Context: an optimization exercise on an open-source flow, tuned for small area. The choices shown serve that exercise and are no tape-out recipe. Only simulation tests tie the RTL to the original design; equivalence was not proved. Power is estimated from default activity; no workload was simulated.

==> run E: inputs <==
## morse
module morse (
    input wire clk,
    input wire RX,
    input wire[3:0] SW,  
    output wire LED_R,
    output wire LED_G,
    output wire LED_B
);
    wire rst = ~SW[0];
    reg [6:0] fc;
    reg       ft;
    wire fwrap = (fc == 7'b1001001);
    wire ftick = fwrap & ~ft;
    always @(posedge clk) begin
        if (rst | fwrap)
            fc <= 0;
        else
            fc <= {fc[5:0], ~(fc[6] ^ fc[5])};
        if (rst)
            ft <= 0;
        else if (fwrap)
            ft <= ~ft;
    end
    reg [4:0] phase;
    reg [4:0] A;
    reg [2:0] B5;
    reg [4:0] B24;
    wire ph9 = phase[4] & ~phase[3];                  
    wire ph4 = ~phase[4] & phase[3];                  
    wire Awrap = A[4] & A[3];                         
    wire A12 = ~A[4] & A[3] & A[2] & ~A[1] & ~A[0];   
    wire B5wrap = B5[2];                              
    wire B24wrap = B24[4] & B24[2] & B24[1] & B24[0];  
  ...
==> module morse, before the edit <==
module morse (
    input wire clk,
    input wire RX,
    input wire[3:0] SW,  
    output wire LED_R,
    output wire LED_G,
    output wire LED_B
);
    wire rst = ~SW[0];
    reg [6:0] fc;
    reg       ft;
    wire fwrap = (fc == 7'b1001001);
    wire ftick = fwrap & ~ft;
    always @(posedge clk) begin
        if (rst | fwrap)
            fc <= 0;
        else
            fc <= {fc[5:0], ~(fc[6] ^ fc[5])};
        if (rst)
            ft <= 0;
        else if (fwrap)
            ft <= ~ft;
    end
    reg [4:0] phase;
    reg [4:0] A;
    reg [2:0] B5;
    reg [4:0] B24;
    wire ph9 = phase[4] & ~phase[3];                  
    wire ph4 = ~phase[4] & phase[3];                  
    wire Awrap = A[4] & A[3];                         
    wire A12 = ~A[4] & A[3] & A[2] & ~A[1] & ~A[0];   
    wire B5wrap = B5[2];                              
    wire B24wrap = B24[4] & B24[2] & B24[1] & B24[0];  
    wire btick = ph4 & A12 & B5wrap;
    wire ltick = ph9 & Awrap & B24wrap;
    always @(posedge clk) begin
        if (rst) begin
            phase <= 0;
            A <= 0;
            B5 <= 3'd2;
            B24 <= 5'd12;
        end else begin
            phase <= {phase[3:0], ~phase[4]};
            if (ph9) begin
                A <= Awrap ? 5'd0 : A + 1'b1;
                if (Awrap) begin
                    B5 <= B5wrap ? 3'd0 : B5 + 1'b1;
                    B24 <= B24wrap ? 5'd0 : B24 + 1'b1;
                end
            end
        end
    end
    reg prev;
    reg rxv;
    reg [1:0] steady;
    always @(posedge clk) begin
        if (rst) begin
            prev <= 1;
            steady <= 0;
            rxv <= 1;
        end else if (ftick) begin
            if (steady == 2'b11) begin
                rxv <= prev;
                steady <= 0;
            end else if (prev == RX) begin
                steady <= steady + 1'b1;
            end else begin
                steady <= 0;
                prev <= RX;
            end
        end
    end
    reg [8:0] sr;
    reg [5:0] cur;
    wire idle = ~|sr;
    always @(posedge clk) begin
        if (rst) begin
            sr <= 0;
            cur <= 0;
        end else if (btick) begin
            if (sr[0]) begin
                sr <= 0;
                cur <= qc(sr[8:1]);
            end else begin
                sr <= {rxv ^ idle, sr[8:1]};
            end
        end
    end
    reg [4:0] w_addr;
    reg [4:0] r_addr;
    reg [5:0] last;
    reg warn;
    reg tick_d;
    reg rdy;
    reg [59:0] ring;
    reg [5:0] bcode;
    wire [4:0] w_next = {w_addr[3:0], ~w_addr[4]};
    wire [4:0] r_next = {r_addr[3:0], ~r_addr[4]};
    wire full = (w_next == r_addr);
    wire pend = (cur != last);
    wire we = pend & ~full;
    wire [5:0] port = ring[59:54];
    always @(posedge clk) begin
        warn <= pend & full;
        tick_d <= ltick;
        if (rst) begin
            w_addr <= 0;
            last <= 0;
        end else if (we) begin
            w_addr <= w_next;
            last <= cur;
        end
        if (rst)
            r_addr <= 0;
        else if (tick_d & rdy & (r_addr != w_addr))
            r_addr <= r_next;
        ring <= {ring[53:0], (phase == w_addr) ? last : port};
    end
    reg [1:0] ph;
    wire elem = bcode[0];
    wire islast = ~|bcode[5:2];
    wire empty = ~|bcode[5:1];
    wire [1:0] ph_n = (ph == 2'd0 && !elem) ? 2'd3 : ph + 1'b1;
    always @(posedge clk) begin
        if (rst) begin
            rdy <= 1;
        end else if (ltick) begin
            if (rdy) begin
                rdy <= 0;
                ph <= 0;
            end else if (ph_n == 2'd3 && islast) begin
                rdy <= 1;
            end else begin
                ph <= ph_n;
                if (ph == 2'd3) bcode <= bcode >> 1;
            end
        end
        if (rdy && phase == r_addr)
            bcode <= tr2(port);
    end
    assign LED_B = ~(~rdy & ~empty & (ph != 2'd3));
    assign LED_G = ~rdy;
    assign LED_R = ~warn;
    function [5:0] qc(input [7:0] a);
        reg letter, digit;
        begin
            letter = (a[7:6] == 2'b01) && (a[4:0] != 5'd0) && (a[4:0] <= 5'd26);
            digit = (a[7:4] == 4'b0011) && (a[3:0] <= 4'd9);
            qc = {digit, (letter | digit) ? a[4:0] : 5'd0};
        end
    endfunction
    function [5:0] tr2(input [5:0] q);
        begin
            tr2[0] = TB0[q];
            tr2[1] = TB1[q];
            tr2[2] = TB2[q];
            tr2[3] = TB3[q];
            tr2[4] = TB4[q];
            tr2[5] = TB5[q];
        end
    endfunction
    localparam [63:0] TB0 = 64'h03c100000712e89c;
    localparam [63:0] TB1 = 64'h038300000497b4a2;
    localparam [63:0] TB2 = 64'h0307000002a1ee4a;
    localparam [63:0] TB3 = 64'h020f000003ee8c90;
    localparam [63:0] TB4 = 64'h001f00000743154c;
    localparam [63:0] TB5 = 64'h03ff000000000000;
endmodule
==> flow/config.mk <==
export PLATFORM = sky130hd
export DESIGN_NAME = morse
export DESIGN_NICKNAME = morse
export VERILOG_FILES = /design/flow/design.v
export SDC_FILE = /design/flow/constraint.sdc
export NUM_CORES = 4
export LEC_CHECK = 0
export ABC_AREA = 1
export CAP_MARGIN = 20
export CORE_MARGIN = 2
export CORE_UTILIZATION = 40
export CTS_BUF_LIST = sky130_fd_sc_hd__clkbuf_4
export CTS_CLUSTER_DIAMETER = 60
export CTS_CLUSTER_SIZE = 20
export SLEW_MARGIN = 20
==> flow/constraint.sdc <==
create_clock -name core_clock -period 10.0 [get_ports {clk}]
set_input_delay 2.0000 -clock core_clock [delete_from_list [all_inputs] [get_ports {clk}]]
set_output_delay 2.0000 -clock core_clock [all_outputs]
set_load 0.01 [all_outputs]
standard.sh (not shown) runs the stock make flow with config.mk's settings and CLKGATE_MAP_FILE= SYNTH_SCRIPT=/design/flow/synth_recipe.tcl, a recipe that flattens the netlist after the stock synthesis.
==> flow/flow/run.sh <==
#!/bin/bash
# The standard layout (standard.sh, ORFS's own scripts), with these changes:
# - synthesis maps the logic with an area-only ABC script
#   (flow/abc_area.script, picked up through ABC_AREA 1) in place of ORFS's,
#   which also buffers and sizes for speed; register mapping is unchanged;
# - clock tree synthesis inserts no dummy loads (CTS_ARGS);
# - the port buffers are buf_1 (BUFFER_PORTS_ARGS).
# ORFS's logs stay under orfs/logs; standard.sh's output goes to standard.log.
set -euo pipefail
here=$(pwd)
mkdir -p scripts
for f in "$FLOW_HOME"/scripts/*; do
  ln -sf "$f" scripts/
done
rm -f scripts/abc_area.script
cp flow/abc_area.script scripts/abc_area.script
export SCRIPTS_DIR="$here/scripts"
export CTS_ARGS="-sink_clustering_enable -repair_clock_nets -buf_list sky130_fd_sc_hd__clkbuf_4 -sink_clustering_size 12 -sink_clustering_max_diameter 50 -dont_use_dummy_load"
export BUFFER_PORTS_ARGS="-buffer_cell sky130_fd_sc_hd__buf_1"
bash standard.sh > "$here/standard.log" 2>&1
==> flow/flow/abc_area.script <==
strash
&get -n
&st
&dch
&nf -R 1000
&put
==> run X (differences from run E) <==
==> flow/design.v (replaced) <==
`default_nettype none
module morse (
    input wire clk,
    input wire RX,
    input wire[3:0] SW,  
    output wire LED_R,
    output wire LED_G,
    output wire LED_B
);
    wire rst = ~SW[0];
    reg [6:0] fc;
    reg       ft;
    wire fwrap = fc[6] & fc[3] & fc[2] & fc[1];       
    wire ftick = fwrap & ~ft;
    always @(posedge clk) begin
        if (rst) begin
            fc <= 0;
            ft <= 0;
        end else if (fwrap) begin
            fc <= 0;
            ft <= ~ft;
        end else begin
            fc <= fc + 1'b1;
        end
    end
    reg [6:0] pc;
    reg [2:0] q5;
    reg [5:0] q48;
    wire pwrap = &pc[6:2];                            
    wire q5wrap = q5[2];                              
    wire q48wrap = q48[5] & (&q48[3:0]);              
    wire btick = pwrap & q5wrap & ~q48[0];
    wire ltick = pwrap & q48wrap;
    always @(posedge clk) begin
        if (rst) begin
            pc <= 0;
            q5 <= 0;
            q48 <= 6'd24;
        end else if (pwrap) begin
            pc <= 0;
            q5 <= q5wrap ? 3'd0 : q5 + 1'b1;
            q48 <= q48wrap ? 6'd0 : q48 + 1'b1;
        end else begin
            pc <= pc + 1'b1;
        end
    end
    reg prev;
    reg rxv;
    reg [1:0] steady;
    always @(posedge clk) begin
        if (rst) begin
            prev <= 1;
            steady <= 0;
            rxv <= 1;
        end else if (ftick) begin
            if (steady == 2'b11) begin
                rxv <= prev;
                steady <= 0;
            end else if (prev == RX) begin
                steady <= steady + 1'b1;
            end else begin
                steady <= 0;
                prev <= RX;
            end
        end
    end
    reg [8:0] sr;
    reg [5:0] cur;
    wire idle = ~|sr;
    always @(posedge clk) begin
        if (rst) begin
            sr <= 0;
            cur <= 0;
        end else if (btick) begin
            if (sr[0]) begin
                sr <= 0;
                cur <= tr(sr[8:1]);
            end else begin
                sr <= {rxv ^ idle, sr[8:1]};
            end
        end
    end
    reg [4:0] w_addr;
    reg [4:0] r_addr;
    reg [4:0] phase;
    reg [5:0] last;
    reg warn;
    reg tick_d;
    reg rdy;
    reg [59:0] ring;
    reg [5:0] bcode;
    wire [4:0] w_next = {w_addr[3:0], ~w_addr[4]};
    wire [4:0] r_next = {r_addr[3:0], ~r_addr[4]};
    wire full = (w_next == r_addr);
    wire pend = (cur != last);
    wire we = pend & ~full;
    wire [5:0] port = ring[59:54];
    always @(posedge clk) begin
        warn <= pend & full;
        tick_d <= ltick;
        if (rst) begin
            w_addr <= 0;
            last <= 0;
        end else if (we) begin
            w_addr <= w_next;
            last <= cur;
        end
        if (rst)
            r_addr <= 0;
        else if (tick_d & rdy & (r_addr != w_addr))
            r_addr <= r_next;
        if (rst)
            phase <= 0;
        else
            phase <= {phase[3:0], ~phase[4]};
        ring <= {ring[53:0], (phase == w_addr) ? last : port};
    end
    reg [1:0] ph;
    wire elem = bcode[0];
    wire islast = ~|bcode[5:2];
    wire empty = ~|bcode[5:1];
    wire [1:0] ph_n = (ph == 2'd0 && !elem) ? 2'd3 : ph + 1'b1;
    always @(posedge clk) begin
        if (rst) begin
            rdy <= 1;
        end else if (ltick) begin
            if (rdy) begin
                rdy <= 0;
                ph <= 0;
            end else if (ph_n == 2'd3 && islast) begin
                rdy <= 1;
            end else begin
                ph <= ph_n;
                if (ph == 2'd3) bcode <= bcode >> 1;
            end
        end
        if (rdy && phase == r_addr)
            bcode <= port;
    end
    assign LED_B = ~(~rdy & ~empty & (ph != 2'd3));
    assign LED_G = ~rdy;
    assign LED_R = ~warn;
    function [5:0] tr(input [7:0] a);
        begin
            tr[0] = TR0[a];
            tr[1] = TR1[a];
            tr[2] = TR2[a];
            tr[3] = TR3[a];
            tr[4] = TR4[a];
            tr[5] = TR5[a];
        end
    endfunction
    localparam [255:0] TR0 = 256'h000000000000000000000000000000000712e89c0712e89c03c1000000000000;
    localparam [255:0] TR1 = 256'h000000000000000000000000000000000497b4a20497b4a20383000000000000;
    localparam [255:0] TR2 = 256'h0000000000000000000000000000000002a1ee4a02a1ee4a0307000000000000;
    localparam [255:0] TR3 = 256'h0000000000000000000000000000000003ee8c9003ee8c90020f000000000000;
    localparam [255:0] TR4 = 256'h000000000000000000000000000000000743154c0743154c001f000000000000;
    localparam [255:0] TR5 = 256'h00000000000000000000000000000000000000000000000003ff000000000000;
endmodule
==> flow/flow/run.sh (replaced) <==
#!/bin/bash
# The standard layout, with one change: synthesis maps the logic with an
# area-only ABC script (flow/abc_area.script, used through ABC_AREA 1) in
# place of ORFS's, which also buffers and sizes for speed. Everything else,
# register mapping included, is ORFS's own.
set -euo pipefail
here=$(pwd)
mkdir -p scripts
for f in "$FLOW_HOME"/scripts/*; do
  ln -sf "$f" scripts/
done
rm -f scripts/abc_area.script
cp flow/abc_area.script scripts/abc_area.script
export SCRIPTS_DIR="$here/scripts"
export CTS_ARGS="-sink_clustering_enable -repair_clock_nets -buf_list sky130_fd_sc_hd__clkbuf_4 -sink_clustering_size 12 -sink_clustering_max_diameter 50 -dont_use_dummy_load"
bash standard.sh > "$here/standard.log" 2>&1
==> reports/results.tsv <==
stage	metric	value	unit
final_layout	Register Area	0.00272	mm²
final_layout	share of post-route cells with drive strength above 1	4.23	%
final_layout	multi-input combinational cell count	287	
global_routing	met1 Use GR	16.7	%
outcome	outcome	finished clean	
die	die area	0.0123	mm²
final_layout	sequential fraction of total cell area	55.7	%
setup_path	R2R depth	6	
Source of the figures above: run E

==> reports/results.tsv <==
stage	metric	value	unit
outcome	outcome	finished clean	
placed_design	Inst Count DP	607	
final_layout	sequential fraction of total cell area	54.6	%
global_routing	initial antenna violation count	0	
final_layout	most frequent cells in the layout	dfxtp_1 (127), nor2_1 (46), o21ai_0 (35), a21oi_1 (35), clkinv_1 (26)	
global_routing	GRT Resource Usage Total	13.2	%
final_layout	multi-input combinational cell count	297	
synthesis	mapped cell area	0.00472	mm²
drt	drt wl/cell	12.3	µm
placed_design	global placement routability congestion	0.814	
final_layout	share of post-route cells with drive strength above 1	4.16	%
die	die area	0.0127	mm²
setup_path	WP buf/inv	1	
power	Seq power	0.000551	W
setup_path	R2R depth	5	
Source of the figures above: run X

port drivers added, routing unchanged:
The flow's constraints put no driver on any port. The routed layouts listed below were extracted and timed again, unchanged, in two steps.
Step 1 sets driving cells, clkbuf_16 on the clock port and buf_2 on the other inputs (assumed; they add their load-dependent delay and slew).
Step 2, shift: input delay + t, output delay - t, t = (earliest + latest rising clock arrival at the registers) / 2. This alone moves slack from input paths to output paths.
Three values: ideal, step 1, step 2; two values: the first two.
| run | t, ns | setup slack, ns | hold slack, ns | worst register clock-pin slew, ns | pins driven straight from the clock port |
|---|---|---|---|---|---|
| run E | 0.538 | 6.222 / 6.189 / 6.294 | 0.299 / 0.299 / 0.299 | 0.12 / 0.12 | 1 |
| run X | 0.496 | 5.885 / 5.853 / 5.902 | 0.315 / 0.315 / 0.315 | 0.12 / 0.12 | 1 |
After both steps every run listed still meets setup and hold.
